Background: an optimization exercise with open tools, aiming at small area and few clock cycles. Do not read the settings as production practice. RTL that was checked went through simulation tests only; none was proved equivalent to the original.

==> v11: inputs <==
// sobel_top
module sobel_top(
input        i_clk,
input        i_rst,
input        i_line1_data_valid,
input [63:0] i_line1_data,
output       o_line1_data_ack,
input        i_line2_data_valid,
input [63:0] i_line2_data,
output       o_line2_data_ack,
input        i_line3_data_valid,
input [63:0] i_line3_data,
output       o_line3_data_ack,
output       o_sobel_data_valid,
output [63:0]o_sobel_data,
input        i_sobel_data_ack,
input        i_filter
);
==> module line_buffer, before the edit <==
module line_buffer(
  input             i_clk,
  input             i_load,
  input      [63:0] i_word,
  input             i_rot,
  output     [63:0] o_next,    
  output     [15:0] o_top,     
  output     [15:0] o_prev
);
reg [63:0] w0, w1, w2, w3, w4, w5, w6, w7;
reg [15:0] prev;
always @(posedge i_clk)
begin
    if(i_load | i_rot)
    begin
        w0 <= i_load ? i_word : w7;
        w1 <= w0;
        w2 <= w1;
        w3 <= w2;
        w4 <= w3;
        w5 <= w4;
        w6 <= w5;
        w7 <= w6;
    end
end
always @(posedge i_clk)
begin
    if(i_load)
        prev <= w7[63:48];
end
assign o_next = w6;
assign o_top  = w7[63:48];
assign o_prev = prev;
endmodule
==> module filter_x, before the edit <==
module filter_x(
input      [79:0] i_a,       
input      [79:0] i_b,
input      [79:0] i_c,
output     [7:0]  o_flat
);
genvar j;
generate
for(j = 0; j < 8; j = j + 1)
begin : col
    wire [7:0] a0 = i_a[8*(j+2) +: 8], a1 = i_a[8*(j+1) +: 8], a2 = i_a[8*j +: 8];
    wire [7:0] b0 = i_b[8*(j+2) +: 8],                           b2 = i_b[8*j +: 8];
    wire [7:0] c0 = i_c[8*(j+2) +: 8], c1 = i_c[8*(j+1) +: 8], c2 = i_c[8*j +: 8];
    wire p_in, q_in;
    y_filter sp (.x0(a0), .x1(b0), .x2(a1), .y0(b2), .y1(c1), .y2(c2), .o_in(p_in));
    y_filter sq (.x0(b0), .x1(c0), .x2(c1), .y0(a1), .y1(a2), .y2(b2), .o_in(q_in));
    assign o_flat[j] = p_in & q_in;
end
endgenerate
endmodule
==> module y_filter, before the edit <==
module y_filter(
input  [7:0] x0, x1, x2,
input  [7:0] y0, y1, y2,
output       o_in
);
wire [7:0] sx, cx, sy, cy;
genvar i;
generate
for(i = 0; i < 8; i = i + 1)
begin : l1
    assign {cx[i], sx[i]} = x0[i] + x1[i] + x2[i];
    assign {cy[i], sy[i]} = y0[i] + y1[i] + y2[i];
end
endgenerate
wire [10:0] v0 = {3'b000, sx};
wire [10:0] v1 = {2'b00, cx, 1'b0};
wire [10:0] v2 = ~{3'b000, sy};
wire [10:0] v3 = ~{2'b00, cy, 1'b0};
wire [10:0] s2, c2, s3, c3;
generate
for(i = 0; i < 11; i = i + 1)
begin : l2
    assign {c2[i], s2[i]} = v0[i] + v1[i] + v2[i];
end
endgenerate
wire [10:0] c2s = {c2[9:0], 1'b0};
generate
for(i = 0; i < 11; i = i + 1)
begin : l3
    assign {c3[i], s3[i]} = s2[i] + c2s[i] + v3[i];
end
endgenerate
wire [10:0] d = s3 + {c3[9:0], 1'b0} + 11'd62;
assign o_in = (d <= 11'd120);
endmodule
==> module sobel_top, before the edit <==
module sobel_top(
input        i_clk,
input        i_rst,
input        i_line1_data_valid,
input [63:0] i_line1_data,
output       o_line1_data_ack,
input        i_line2_data_valid,
input [63:0] i_line2_data,
output       o_line2_data_ack,
input        i_line3_data_valid,
input [63:0] i_line3_data,
output       o_line3_data_ack,
output       o_sobel_data_valid,
output [63:0]o_sobel_data,
input        i_sobel_data_ack,
input        i_filter
);
reg  [2:0] rd_word;     
reg        rd_done;     
reg        res_ok;      
reg        recov;       
reg  [7:0] res;
wire out_valid = i_filter & ~rd_done & res_ok & ~recov;
wire out_take  = out_valid & i_sobel_data_ack;
wire rot       = out_take | recov;
wire shift1 = i_line1_data_valid | rot;
wire shift2 = i_line2_data_valid | rot;
wire shift3 = i_line3_data_valid | rot;
wire all_shift = shift1 & shift2 & shift3;
wire any_shift = shift1 | shift2 | shift3;
always @(posedge i_clk)
begin
    if(!i_rst)
    begin
        rd_word <= 3'd0;
        rd_done <= 1'b0;
        res_ok  <= 1'b0;
        recov   <= 1'b0;
    end
    else
    begin
        if(rot)
            rd_word <= rd_word + 1'b1;
        if(out_take && rd_word == 3'd7)
            rd_done <= 1'b1;
        if(!i_filter)
            rd_done <= 1'b0;
        if(all_shift)
            res_ok <= 1'b1;
        else if(any_shift)
            res_ok <= 1'b0;
        if(i_filter & ~rd_done & ~res_ok & ~recov)
            recov <= 1'b1;
        else if(recov && rd_word == 3'd7)
            recov <= 1'b0;
    end
end
wire all_waiting = out_valid & (rd_word == 3'd0);
assign o_line1_data_ack   = ~all_waiting;
assign o_line2_data_ack   = ~all_waiting;
assign o_line3_data_ack   = ~all_waiting;
assign o_sobel_data_valid = out_valid;
function [63:0] lanes_to_pixels(input [63:0] d);
    lanes_to_pixels = {d[31:0], d[63:32]};
endfunction
wire [63:0] next1, next2, next3;
wire [15:0] top1, top2, top3;
wire [15:0] prev1, prev2, prev3;
line_buffer lb1 (
  .i_clk(i_clk),
  .i_load(i_line1_data_valid),
  .i_word(lanes_to_pixels(i_line1_data)),
  .i_rot(rot),
  .o_next(next1),
  .o_top(top1),
  .o_prev(prev1)
);
line_buffer lb2 (
  .i_clk(i_clk),
  .i_load(i_line2_data_valid),
  .i_word(lanes_to_pixels(i_line2_data)),
  .i_rot(rot),
  .o_next(next2),
  .o_top(top2),
  .o_prev(prev2)
);
line_buffer lb3 (
  .i_clk(i_clk),
  .i_load(i_line3_data_valid),
  .i_word(lanes_to_pixels(i_line3_data)),
  .i_rot(rot),
  .o_next(next3),
  .o_top(top3),
  .o_prev(prev3)
);
wire [7:0] res_next;
filter_x filt (
    .i_a({next1, recov ? prev1 : top1}),
    .i_b({next2, recov ? prev2 : top2}),
    .i_c({next3, recov ? prev3 : top3}),
    .o_flat(res_next)
);
always @(posedge i_clk)
begin
    if(all_shift)
        res <= res_next;
end
wire [63:0] res_bytes = {{8{res[7]}}, {8{res[6]}}, {8{res[5]}}, {8{res[4]}},
                         {8{res[3]}}, {8{res[2]}}, {8{res[1]}}, {8{res[0]}}};
assign o_sobel_data = {res_bytes[31:0], res_bytes[63:32]};
endmodule
make LEC_CHECK=0 CAP_MARGIN=20 CORE_MARGIN=2 CORE_UTILIZATION=40 SLEW_MARGIN=20 finish   # period 5.0 ns
run.sh (not shown) runs the stock make flow with config.mk's settings and CLKGATE_MAP_FILE= SYNTH_SCRIPT=/design/flow/synth_recipe.tcl, a recipe that flattens the netlist after the stock synthesis.
==> v14: changes against v11 <==
==> flow/design.v (replaced) <==
module line_buffer(
  input             i_clk,
  input             i_shift,
  input      [63:0] i_word,
  input             i_take_prev,
  output     [63:0] o_cur,
  output     [15:0] o_prev
);
reg [63:0] w0, w1, w2, w3, w4, w5, w6, w7;
reg [15:0] prev;
always @(posedge i_clk)
begin
    if(i_shift)
    begin
        w0 <= i_word;
        w1 <= w0;
        w2 <= w1;
        w3 <= w2;
        w4 <= w3;
        w5 <= w4;
        w6 <= w5;
        w7 <= w6;
    end
end
always @(posedge i_clk)
begin
    if(i_take_prev)
        prev <= w7[63:48];
end
assign o_cur  = w7;
assign o_prev = prev;
endmodule
module filter_x(
input      [79:0] i_a,       
input      [79:0] i_b,
input      [79:0] i_c,
output     [63:0] o_pixel    
);
wire [8:0] u [0:9];
wire [8:0] v [0:9];
wire [8:0] e [0:9];    
genvar j;
generate
for(j = 0; j < 10; j = j + 1)
begin : colsum
    y_filter #(.W(8)) add_u (.i_x(i_a[8*j +: 8]), .i_y(i_b[8*j +: 8]), .i_ci(1'b0), .o_s(u[j][7:0]), .o_co(u[j][8]));
    y_filter #(.W(8)) add_v (.i_x(i_b[8*j +: 8]), .i_y(i_c[8*j +: 8]), .i_ci(1'b0), .o_s(v[j][7:0]), .o_co(v[j][8]));
    if(j >= 1 && j <= 8)
    begin : diff
        wire co;
        y_filter #(.W(8)) sub_e (.i_x(i_a[8*j +: 8]), .i_y(~i_c[8*j +: 8]), .i_ci(1'b1), .o_s(e[j][7:0]), .o_co(co));
        assign e[j][8] = ~co;
    end
end
for(j = 0; j < 8; j = j + 1)
begin : col
    wire [10:0] p, q;
    sum3 sp (.i_x({2'b00, u[j+2]}), .i_y(~{2'b00, v[j]}), .i_z({{2{e[j+1][8]}}, e[j+1]}), .o_s(p));
    sum3 sq (.i_x({2'b00, v[j+2]}), .i_y(~{2'b00, u[j]}), .i_z(~{{2{e[j+1][8]}}, e[j+1]}), .o_s(q));
    wire big_p = p[10] ? (p[9:0] < 10'd964) : (p[9:0] > 10'd60);    
    wire big_q = q[10] ? (q[9:0] < 10'd963) : (q[9:0] > 10'd59);    
    assign o_pixel[8*j +: 8] = (big_p | big_q) ? 8'h00 : 8'hFF;
end
endgenerate
endmodule
module sum3(
input  [10:0] i_x, i_y, i_z,
output [10:0] o_s
);
wire [10:0] s, c;
wire        co;
genvar i;
generate
for(i = 0; i < 11; i = i + 1)
begin : csa
    assign {c[i], s[i]} = i_x[i] + i_y[i] + i_z[i];
end
endgenerate
y_filter #(.W(11)) add (.i_x(s), .i_y({c[9:0], 1'b1}), .i_ci(1'b0), .o_s(o_s), .o_co(co));
endmodule
module y_filter #(parameter W = 8) (
input  [W-1:0] i_x,
input  [W-1:0] i_y,
input          i_ci,
output [W-1:0] o_s,
output         o_co
);
wire [W:0] c;
assign c[0] = i_ci;
genvar i;
generate
for(i = 0; i < W; i = i + 1)
begin : bit_
    assign {c[i+1], o_s[i]} = i_x[i] + i_y[i] + c[i];
end
endgenerate
assign o_co = c[W];
endmodule
module sobel_top(
input        i_clk,
input        i_rst,
input        i_line1_data_valid,
input [63:0] i_line1_data,
output       o_line1_data_ack,
input        i_line2_data_valid,
input [63:0] i_line2_data,
output       o_line2_data_ack,
input        i_line3_data_valid,
input [63:0] i_line3_data,
output       o_line3_data_ack,
output       o_sobel_data_valid,
output [63:0]o_sobel_data,
input        i_sobel_data_ack,
input        i_filter
);
reg  [2:0] rd_word;     
reg        rd_done;     
wire out_valid = i_filter & ~rd_done;
wire out_take  = out_valid & i_sobel_data_ack;
always @(posedge i_clk)
begin
    if(!i_rst)
    begin
        rd_word <= 3'd0;
        rd_done <= 1'b0;
    end
    else
    begin
        if(out_take)
        begin
            rd_word <= rd_word + 1'b1;
            if(rd_word == 3'd7)
                rd_done <= 1'b1;
        end
        if(!i_filter)
            rd_done <= 1'b0;
    end
end
wire all_waiting = out_valid & (rd_word == 3'd0);
assign o_line1_data_ack   = ~all_waiting;
assign o_line2_data_ack   = ~all_waiting;
assign o_line3_data_ack   = ~all_waiting;
assign o_sobel_data_valid = out_valid;
function [63:0] lanes_to_pixels(input [63:0] d);
    lanes_to_pixels = {d[31:0], d[63:32]};
endfunction
wire [63:0] cur1, cur2, cur3;
wire [15:0] prev1, prev2, prev3;
line_buffer lb1 (
  .i_clk(i_clk),
  .i_shift(i_line1_data_valid | out_take),
  .i_word(lanes_to_pixels(i_line1_data)),
  .i_take_prev(out_take),
  .o_cur(cur1),
  .o_prev(prev1)
);
line_buffer lb2 (
  .i_clk(i_clk),
  .i_shift(i_line2_data_valid | out_take),
  .i_word(lanes_to_pixels(i_line2_data)),
  .i_take_prev(out_take),
  .o_cur(cur2),
  .o_prev(prev2)
);
line_buffer lb3 (
  .i_clk(i_clk),
  .i_shift(i_line3_data_valid | out_take),
  .i_word(lanes_to_pixels(i_line3_data)),
  .i_take_prev(out_take),
  .o_cur(cur3),
  .o_prev(prev3)
);
wire [63:0] res;    
filter_x filt (
    .i_a({cur1, prev1}),
    .i_b({cur2, prev2}),
    .i_c({cur3, prev3}),
    .o_pixel(res)
);
assign o_sobel_data = {res[31:0], res[63:32]};
endmodule
==> summary of the runs <==
v11 went through all stages and came out clean. v14 produced a layout that fails on negative setup slack. Of v11 and v14, v14 has the higher worst hold slack (gap 0.0063 ns). Core utilization: v14 is higher than v11 (1.6 points). Between v14 and v11, the lower flip-flop and latch count is in v14 (gap 10).
Testbench counts of v11, summed over its fixed seeds: cycles 3,072.
For v14, only the layout was checked, not whether the RTL still works.

---

==> v24: inputs <==
Another version of the RTL of sobel_top (not shown whole).
==> module line_buffer, before the edit <==
module line_buffer(
  input             i_clk,
  input             i_load,
  input      [63:0] i_word,
  input             i_rot,
  output     [63:0] o_next,    
  output     [15:0] o_top,     
  output     [15:0] o_prev
);
reg [63:0] w0, w1, w2, w3, w4, w5, w6, w7;
reg [15:0] prev;
always @(posedge i_clk)
begin
    if(i_load | i_rot)
    begin
        w0 <= ({64{i_load}} & i_word) | ({64{i_rot}} & w7);
        w1 <= w0;
        w2 <= w1;
        w3 <= w2;
        w4 <= w3;
        w5 <= w4;
        w6 <= w5;
        w7 <= w6;
    end
end
always @(posedge i_clk)
begin
    if(i_load)
        prev <= w7[63:48];
end
assign o_next = w6;
assign o_top  = w7[63:48];
assign o_prev = prev;
endmodule
==> module y_filter, before the edit <==
module y_filter(
input  [7:0] x0, x1, x2,
input  [7:0] y0, y1, y2,
output       o_in
);
wire [7:0] sx, cx, sy, cy;
genvar i;
generate
for(i = 0; i < 8; i = i + 1)
begin : l1
    assign {cx[i], sx[i]} = x0[i] + x1[i] + x2[i];
    assign {cy[i], sy[i]} = y0[i] + y1[i] + y2[i];
end
endgenerate
wire [9:0] v0 = {2'b00, sx};
wire [9:0] v1 = {1'b0, cx, 1'b0};
wire [9:0] v2 = {2'b00, ~sy};
wire [9:0] v3 = {1'b0, ~cy, 1'b0};
wire [9:0] s2, c2, s3, c3;
generate
for(i = 0; i < 10; i = i + 1)
begin : l2
    assign {c2[i], s2[i]} = v0[i] + v1[i] + v2[i];
end
endgenerate
wire [9:0] c2s = {c2[8:0], 1'b0};
generate
for(i = 0; i < 10; i = i + 1)
begin : l3
    assign {c3[i], s3[i]} = s2[i] + c2s[i] + v3[i];
end
endgenerate
wire [10:0] r = {1'b0, s3} + {c3, 1'b0};
assign o_in = (r >= 11'd705) && (r <= 11'd825);
endmodule
Settings: LEC_CHECK=0, CAP_MARGIN=20, CORE_MARGIN=2, CORE_UTILIZATION=60, CTS_BUF_LIST=sky130_fd_sc_hd__clkbuf_16, CTS_CLUSTER_DIAMETER=100, CTS_CLUSTER_SIZE=30, SLEW_MARGIN=20; clock period 5.0 ns.
==> v28 (differences from v24) <==
==> flow/design.v (replaced) <==
module line_buffer(
  input             i_clk,
  input             i_shift,
  input      [63:0] i_word,
  input             i_take_prev,
  output     [63:0] o_cur,
  output     [15:0] o_prev
);
reg [63:0] w0, w1, w2, w3, w4, w5, w6, w7;
reg [15:0] prev;
always @(posedge i_clk)
begin
    if(i_shift)
    begin
        w0 <= i_word;
        w1 <= w0;
        w2 <= w1;
        w3 <= w2;
        w4 <= w3;
        w5 <= w4;
        w6 <= w5;
        w7 <= w6;
    end
end
always @(posedge i_clk)
begin
    if(i_take_prev)
        prev <= w7[63:48];
end
assign o_cur  = w7;
assign o_prev = prev;
endmodule
module filter_x(
input      [7:0] a0, b0, c0,
input      [7:0] a1, c1,
input      [7:0] a2, b2, c2,
output     [7:0] o_pixel
);
wire [10:0] p = {3'd0,a0} + {3'd0,b0} + {3'd0,a1} + 11'd60
              - {3'd0,b2} - {3'd0,c1} - {3'd0,c2};
wire [10:0] q = {3'd0,b0} + {3'd0,c0} + {3'd0,c1} + 11'd60
              - {3'd0,a1} - {3'd0,a2} - {3'd0,b2};
wire edge_p = (p > 11'd120);
wire edge_q = (q > 11'd120);
assign o_pixel = (edge_p | edge_q) ? 8'h00 : 8'hFF;
endmodule
module sobel_top(
input        i_clk,
input        i_rst,
input        i_line1_data_valid,
input [63:0] i_line1_data,
output       o_line1_data_ack,
input        i_line2_data_valid,
input [63:0] i_line2_data,
output       o_line2_data_ack,
input        i_line3_data_valid,
input [63:0] i_line3_data,
output       o_line3_data_ack,
output       o_sobel_data_valid,
output [63:0]o_sobel_data,
input        i_sobel_data_ack,
input        i_filter
);
reg  [2:0] rd_word;     
reg        rd_done;     
wire out_valid = i_filter & ~rd_done;
wire out_take  = out_valid & i_sobel_data_ack;
always @(posedge i_clk)
begin
    if(!i_rst)
    begin
        rd_word <= 3'd0;
        rd_done <= 1'b0;
    end
    else
    begin
        if(out_take)
        begin
            rd_word <= rd_word + 1'b1;
            if(rd_word == 3'd7)
                rd_done <= 1'b1;
        end
        if(!i_filter)
            rd_done <= 1'b0;
    end
end
wire all_waiting = out_valid & (rd_word == 3'd0);
assign o_line1_data_ack   = ~all_waiting;
assign o_line2_data_ack   = ~all_waiting;
assign o_line3_data_ack   = ~all_waiting;
assign o_sobel_data_valid = out_valid;
function [63:0] lanes_to_pixels(input [63:0] d);
    lanes_to_pixels = {d[31:0], d[63:32]};
endfunction
wire [63:0] cur1, cur2, cur3;
wire [15:0] prev1, prev2, prev3;
line_buffer lb1 (
  .i_clk(i_clk),
  .i_shift(i_line1_data_valid | out_take),
  .i_word(lanes_to_pixels(i_line1_data)),
  .i_take_prev(out_take),
  .o_cur(cur1),
  .o_prev(prev1)
);
line_buffer lb2 (
  .i_clk(i_clk),
  .i_shift(i_line2_data_valid | out_take),
  .i_word(lanes_to_pixels(i_line2_data)),
  .i_take_prev(out_take),
  .o_cur(cur2),
  .o_prev(prev2)
);
line_buffer lb3 (
  .i_clk(i_clk),
  .i_shift(i_line3_data_valid | out_take),
  .i_word(lanes_to_pixels(i_line3_data)),
  .i_take_prev(out_take),
  .o_cur(cur3),
  .o_prev(prev3)
);
wire [79:0] col1 = {cur1, prev1};
wire [79:0] col2 = {cur2, prev2};
wire [79:0] col3 = {cur3, prev3};
wire [63:0] res;    
genvar i;
generate
for(i = 0; i < 8; i = i + 1)
begin : lane
    filter_x f (
        .a0(col1[8*i+16 +: 8]), .b0(col2[8*i+16 +: 8]), .c0(col3[8*i+16 +: 8]),
        .a1(col1[8*i+8  +: 8]),                          .c1(col3[8*i+8  +: 8]),
        .a2(col1[8*i    +: 8]), .b2(col2[8*i    +: 8]), .c2(col3[8*i    +: 8]),
        .o_pixel(res[8*i +: 8])
    );
end
endgenerate
assign o_sobel_data = {res[31:0], res[63:32]};
endmodule
CORE_UTILIZATION = 40   (was 60)
CTS_BUF_LIST = unset   (was sky130_fd_sc_hd__clkbuf_16)
CTS_CLUSTER_DIAMETER = unset   (was 100)
CTS_CLUSTER_SIZE = unset   (was 30)
==> reports/metrics.yaml <==
run_status:
  so_faults: "setup timing"
  status: "failed layout checks"
final_layout:
  utilization_pct: 51.1
grt:
  use_met1_pct: 22.4
sta:
  setup_violations: 64
  layout_setup_ws_ns: -2.15
clock_tree:
  post_cts_resized: 644
# the run above: v28

==> reports/metrics.yaml <==
clock_tree:
  post_cts_resized: 0
place:
  dpl.hpwl_mm: 104
grt:
  grt_util_met3_pct: 3.60
  use_met1_pct: 38.1
final_layout:
  utilization_pct: 66.6
run_status:
  status: "no timing/DRC/antenna violations"
sta:
  layout_setup_ws_ns: 0.277
  setup_violations: 0
# the run above: v24

Testbench counts of v24, summed over its fixed seeds: cycles 3,072.
Testbench counts of v28, summed over its fixed seeds: cycles 3,072.

## re-timing with driven ports
In the flow no input, the clock included, has a driving cell. The finished layouts below were timed again as built, in two steps. Step 1 sets driving cells, clkbuf_16 on the clock port and buf_2 on the other inputs (assumed; they add their load-dependent delay and slew). Step 2 times the ports against the registers' clock, not the clock port: input delays grow and output delays shrink by t, the midpoint of the rising clock arrivals with the driver on. a / b / c = ideal / step 1 / step 2; a / b = the first two.
| run | shift t [ns] | setup WS [ns] | clock arrival spread, ns |
|---|---|---|---|
| v11 | 0.895 | 0.069 / 0.069 / 0.069 | 0.068 / 0.068 |
| v14 | 0.841 | -3.559 / -3.628 / -2.787 | 0.048 / 0.049 |
| v24 | 0.750 | 0.277 / 0.277 / 0.277 | 0.040 / 0.040 |
| v28 | 0.877 | -2.147 / -2.230 / -1.353 | 0.071 / 0.071 |
